This is an optimization exercise on Yosys and OpenROAD, whose aim is small area and a short achievable clock period, not a production implementation. At most, simulation tests tie the RTL to the original design; equivalence was not proved. Power is estimated from default activity; no workload was simulated. The clock port is modelled as an ideal driver; clocking choices that lean on that would not hold on a real chip.

==> job 8439 <==
Design pipelinediv, start of the top module:
module pipelinediv (clock, dividend, divisor, quotient, remainder);
input clock;
input [31:0] dividend;
input [15:0] divisor;
output [31:0] quotient;
output [15:0] remainder;
reg [31:0] x0;
reg [15:0] d0;
always @(posedge clock) begin x0 <= dividend; d0 <= divisor; end
wire [0:0] g1s0_s = x0[31];
wire [17:0] g1s0_df = {17'd0, g1s0_s} - {2'd0, d0};
wire g1s0_q = ~g1s0_df[17];
wire [0:0] g1s0_r = g1s0_q ? g1s0_df[0:0] : g1s0_s[0:0];
wire [31:0] g1s0_x = {x0[30:0], g1s0_q};
reg [31:0] x1;
reg [15:0] d1;
reg [0:0] r1;
always @(posedge clock) begin x1 <= g1s0_x; d1 <= d0; r1 <= g1s0_r; end
wire [1:0] g2s0_s = {r1, x1[31]};
wire [17:0] g2s0_df = {16'd0, g2s0_s} - {2'd0, d1};
wire g2s0_q = ~g2s0_df[17];
wire [1:0] g2s0_r = g2s0_q ? g2s0_df[1:0] : g2s0_s[1:0];
wire [31:0] g2s0_x = {x1[30:0], g2s0_q};
reg [31:0] x2;
reg [15:0] d2;
reg [1:0] r2;
always @(posedge clock) begin x2 <= g2s0_x; d2 <= d1; r2 <= g2s0_r; end
wire [2:0] g3s0_s = {r2, x2[31]};
wire [17:0] g3s0_df = {15'd0, g3s0_s} - {2'd0, d2};
wire g3s0_q = ~g3s0_df[17];
wire [2:0] g3s0_r = g3s0_q ? g3s0_df[2:0] : g3s0_s[2:0];
wire [31:0] g3s0_x = {x2[30:0], g3s0_q};
reg [31:0] x3;
reg [15:0] d3;
reg [2:0] r3;
always @(posedge clock) begin x3 <= g3s0_x; d3 <= d2; r3 <= g3s0_r; end
wire [3:0] g4s0_s = {r3, x3[31]};
wire [17:0] g4s0_df = {14'd0, g4s0_s} - {2'd0, d3};
wire g4s0_q = ~g4s0_df[17];
wire [3:0] g4s0_r = g4s0_q ? g4s0_df[3:0] : g4s0_s[3:0];
wire [31:0] g4s0_x = {x3[30:0], g4s0_q};
reg [31:0] x4;
reg [15:0] d4;
reg [3:0] r4;
always @(posedge clock) begin x4 <= g4s0_x; d4 <= d3; r4 <= g4s0_r; end
wire [4:0] g5s0_s = {r4, x4[31]};
wire [17:0] g5s0_df = {13'd0, g5s0_s} - {2'd0, d4};
wire g5s0_q = ~g5s0_df[17];
wire [4:0] g5s0_r = g5s0_q ? g5s0_df[4:0] : g5s0_s[4:0];
wire [31:0] g5s0_x = {x4[30:0], g5s0_q};
reg [31:0] x5;
reg [15:0] d5;
  ...
export LEC_CHECK = 0
export CAP_MARGIN = 20
export CORE_MARGIN = 2
export CORE_UTILIZATION = 45
export PLACE_DENSITY = 0.6
export SLEW_MARGIN = 20
create_clock -name core_clock -period 18.0 [get_ports {clock}]
run.sh (not shown) runs the stock make flow with config.mk's settings and CLKGATE_MAP_FILE= SYNTH_SCRIPT=/design/flow/synth_recipe.tcl, a recipe that flattens the netlist after the stock synthesis.
==> job 5399: changes against job 8439 <==
==> flow/flow/run.sh (new file) <==
#!/bin/bash
# Standard ORFS layout (the standard.sh), with plain buffers on the ports
# instead of the delay buffers buffer_ports picks by default.
set -euo pipefail
bash standard.sh "BUFFER_PORTS_ARGS=-buffer_cell sky130_fd_sc_hd__buf_2" finish > make_finish.log 2>&1
==> flow/standard.sh (new file) <==
#!/bin/bash
# synth_recipe.tcl (not shown) runs the flow's synth.tcl, then flattens the netlist and writes it again
# the make line also repeats each setting of config.mk as NAME=value (left out here)
make -C /OpenROAD-flow-scripts/flow DESIGN_CONFIG=/design/flow/config.mk WORK_HOME=/design/flow/orfs CLKGATE_MAP_FILE= SYNTH_SCRIPT=/design/flow/synth_recipe.tcl "${@:-finish}"
--- a/flow/config.mk
+++ b/flow/config.mk
@@ -9,4 +9,4 @@
 export CORE_MARGIN = 2
-export CORE_UTILIZATION = 45
-export PLACE_DENSITY = 0.6
+export CORE_UTILIZATION = 60
+export PLACE_DENSITY = 0.7
 export SLEW_MARGIN = 20
removed: flow/run.sh
==> comparison <==
Between job 8439 and job 5399, the lower final cell count is in job 5399 (gap about 7%, measured against job 5399).
In job 5399 the total power is larger than in job 8439, by about 0.6%.
In sequential power, job 5399 and job 8439 hardly differ.
In job 5399 the maximum frequency is higher than in job 8439, by about 9%.
Between job 8439 and job 5399, the lower via count is in job 8439 (gap 0.66%, measured against job 5399).
Between job 5399 and job 8439, the lower routed wire length is in job 8439 (gap about 3.7%, measured against job 8439).
Area after synthesis is the same in job 5399 and job 8439.
Non-clock buffer count: job 5399 is lower than job 8439 (1).
Of job 8439 and job 5399, job 5399 has the higher clock power (gap about 2%, measured against job 5399).
==> figures <==
Outcome: job 8439 complete, no violations; job 5399 complete, no violations
Largest vdd supply drop: job 8439 0.08710 mV; job 5399 0.1131 mV
Horizontal die dimension: job 8439 377.8 microns; job 5399 327.7 microns
WL met1: job 8439 43.65 mm; job 5399 43.13 mm
Final cell count without fillers: job 8439 7651; job 5399 7153
Routability cong.: job 8439 0.8291; job 5399 0.8406
Fin crit share: job 8439 29.17%; job 5399 26.69%
Count of standard-cell rows: job 8439 137; job 5399 118
Slowest stage delay, CP: job 8439 0.54 ns; job 5399 0.31 ns
Timing startpoint of the critical path: job 8439 x32[0]; job 5399 x32[20]
Starting density of the core: job 8439 45.18%; job 5399 60.59%
Number of global-route vias before repair: job 8439 36140; job 5399 36800
Well tap count: job 8439 1876; job 5399 1380
GR Layer Usage met1: job 8439 16.14%; job 5399 21.69%
Hold Path Sink: job 8439 x16[9]; job 5399 x20[7]
Layout-to-synthesis area ratio: job 8439 1.1526x; job 5399 1.1372x
Pwr Total: job 8439 12910 uW; job 5399 12990 uW
Global Route met2 Usage: job 8439 24.32%; job 5399 35.04%
Share of cell area taken by multi-input logic gates: job 8439 29.53%; job 5399 29.95%
Insertion delay to the later sink of the worst-skew pair: job 8439 0.81 ns; job 5399 0.78 ns

==> trial 95: inputs <==
pipelinediv, a different RTL version from the one above (not shown whole).
Settings: LEC_CHECK=0, CAP_MARGIN=20, CORE_MARGIN=2, CORE_UTILIZATION=60, PLACE_DENSITY=0.7, SLEW_MARGIN=20; clock period 18.0 ns.
standard.sh (not shown) runs the stock make flow with config.mk's settings and CLKGATE_MAP_FILE= SYNTH_SCRIPT=/design/flow/synth_recipe.tcl, a recipe that flattens the netlist after the stock synthesis.
==> flow/flow/run.sh <==
#!/bin/bash
set -euo pipefail
bash standard.sh "BUFFER_PORTS_ARGS=-buffer_cell sky130_fd_sc_hd__buf_2" "CTS_ARGS=-sink_clustering_enable -repair_clock_nets -dont_use_dummy_load -buf_list sky130_fd_sc_hd__clkbuf_8 -sink_clustering_size 20 -sink_clustering_max_diameter 60" finish > make_finish.log 2>&1
==> inputs of trial 58, as changes to trial 95 <==
==> flow/flow/run.sh (replaced) <==
#!/bin/bash
set -euo pipefail
bash standard.sh "BUFFER_PORTS_ARGS=-buffer_cell sky130_fd_sc_hd__buf_2" "CTS_ARGS=-sink_clustering_enable -repair_clock_nets -dont_use_dummy_load -buf_list sky130_fd_sc_hd__clkbuf_16 -sink_clustering_size 30 -sink_clustering_max_diameter 80" finish > make_finish.log 2>&1
==> flow_summary.toml <==
[run_status]
status = "no timing/DRC/antenna violations"

[grt]
use_met1 = 0.170
grt.total_usage = 0.149

[timing]
worst_pin_slew_ns = 0.952
min_period_ns = 4.88

[worst_setup_path]
cp_slowest_stage_delay_ns = 0.33
crit_arrival_ns = 1.28

[drt]
first_iter_violations = 931

[final_layout]
fin_nets = 4953
syn_to_final_growth_pct = 6.32
buffer_area_frac = 0.00848
final_cells = 5640
seq_share = 0.624

[cts]
clk_latency_ns = 0.82
htreeDepth = 4

[power_and_ir_drop]
ir_drop_mv = 0.0812
# the run above: trial 95

==> flow_summary.toml <==
[drt]
first_iter_violations = 976

[cts]
htreeDepth = 3
clk_latency_ns = 0.67

[timing]
worst_pin_slew_ns = 0.961

[final_layout]
final_cells = 5583
seq_share = 0.623
buffer_area_frac = 0.00846
fin_nets = 4900

[grt]
use_met1 = 0.171
grt.total_usage = 0.148

[run_status]
status = "no timing/DRC/antenna violations"

[worst_setup_path]
cp_slowest_stage_delay_ns = 0.34
crit_arrival_ns = 1.14

[power_and_ir_drop]
ir_drop_mv = 0.0840
# the run above: trial 58

Function was not checked in any run of this note: the RTL went through the layout flow alone.

==> job 8180: inputs <==
pipelinediv, a different RTL version from the one above (not shown whole).
==> flow/config.mk <==
export PLATFORM = sky130hd
export DESIGN_NAME = pipelinediv
export DESIGN_NICKNAME = pipelinediv
export VERILOG_FILES = /design/flow/design.v
export SDC_FILE = /design/flow/constraint.sdc
export NUM_CORES = 4
export LEC_CHECK = 0
export CAP_MARGIN = 20
export CORE_MARGIN = 2
export CORE_UTILIZATION = 70
export PLACE_DENSITY = 0.8
export SLEW_MARGIN = 20
==> flow/constraint.sdc <==
create_clock -name core_clock -period 18.0 [get_ports {clock}]
set_input_delay 3.6000 -clock core_clock [delete_from_list [all_inputs] [get_ports {clock}]]
set_output_delay 3.6000 -clock core_clock [all_outputs]
set_load 0.01 [all_outputs]
==> flow/flow/run.sh <==
#!/bin/bash
set -euo pipefail
bash standard.sh "BUFFER_PORTS_ARGS=-buffer_cell sky130_fd_sc_hd__buf_2" "CTS_ARGS=-sink_clustering_enable -repair_clock_nets -dont_use_dummy_load -buf_list sky130_fd_sc_hd__clkbuf_16 -sink_clustering_size 30 -sink_clustering_max_diameter 80" finish > make_finish.log 2>&1
==> job 1991 (differences from job 8180) <==
==> flow/flow/run.sh (replaced) <==
#!/bin/bash
set -euo pipefail
bash standard.sh "BUFFER_PORTS_ARGS=-buffer_cell sky130_fd_sc_hd__buf_2" "CTS_ARGS=-sink_clustering_enable -repair_clock_nets -dont_use_dummy_load -buf_list sky130_fd_sc_hd__clkbuf_16 -sink_clustering_size 30 -sink_clustering_max_diameter 80" "SETUP_SLACK_MARGIN=13.4" finish > make_finish.log 2>&1
==> comparison table <==
Status: job 8180 no timing/DRC/antenna violations; job 1991 no timing/DRC/antenna violations
Post-detailed-route wirelength per cell: job 8180 15.25 um; job 1991 16.22 um
Worst hold margin: job 8180 0.2871 ns; job 1991 0.2923 ns
Flop pwr share: job 8180 54.4%; job 1991 51.6%
Number of cells in the finished layout apart from fillers: job 8180 5020; job 1991 5124
Slew HR: job 8180 24.19%; job 1991 25.96%
Worst setup skew after layout: job 8180 0.06782 ns; job 1991 0.07645 ns
Wire length of the first global-routing pass: job 8180 128100 um; job 1991 130500 um
Arrival time of the worst setup path: job 8180 5.81 ns; job 1991 1.12 ns
Part of the total power dissipated in combinational logic: job 8180 26.0%; job 1991 29.9%
RSZ-0062 raised after global routing: job 8180 no; job 1991 yes
Total number of vias: job 8180 25700; job 1991 26400
R2r endpoint: job 8180 r22[7]; job 1991 r23[12]
Worst-case reg-to-reg path depth: job 8180 15; job 1991 16
Crit path setup slack, layout: job 8180 12.71 ns; job 1991 13.28 ns
Flip-flop and latch area: job 8180 39240 um2; job 1991 39280 um2
Num CTS Buffers: job 8180 76; job 1991 75
Worst setup path class: job 8180 flop to flop; job 1991 flop to primary output
Final Core Density: job 8180 75.34%; job 1991 77.80%
Met2 track demand over resource in global routing: job 8180 38.01%; job 1991 39.01%
Total track usage: job 8180 19.14%; job 1991 19.68%
DRT Wirelength: job 8180 76560 um; job 1991 83100 um
Max frequency: job 8180 189.1 MHz; job 1991 212.0 MHz
No functional check of the RTL was part of any run of this note.

[static timing again, ports no longer ideal]
Ports are ideal in the flow. The routed layouts listed here were re-timed in OpenROAD.
Step 1 assumes that a clkbuf_16 drives the clock port and a buf_2 every other input.
Step 2 times the ports against the registers' clock, not the clock port: input delays grow and output delays shrink by t, the midpoint of the rising clock arrivals with the driver on.
a / b / c = ideal / step 1 / step 2; a / b = the first two.
run | t, ns | setup WS [ns] | hold slack, ns | latest minus earliest clock arrival (ns)
job 8439 | 0.857 | 12.750 / 12.676 / 13.534 | 0.279 / 0.279 / 0.279 | 0.065 / 0.065
job 5399 | 0.827 | 13.196 / 13.129 / 13.956 | 0.306 / 0.306 / 0.306 | 0.052 / 0.052
trial 95 | 0.855 | 13.123 / 13.062 / 13.916 | 0.269 / 0.269 / 0.269 | 0.081 / 0.081
trial 58 | 0.715 | 13.261 / 13.197 / 13.912 | 0.303 / 0.303 / 0.303 | 0.045 / 0.044
job 8180 | 0.694 | 12.710 / 12.710 / 12.710 | 0.287 / 0.287 / 0.287 | 0.083 / 0.082
job 1991 | 0.695 | 13.283 / 13.216 / 13.339 | 0.292 / 0.292 / 0.292 | 0.079 / 0.079
After both steps every run listed still meets setup and hold.
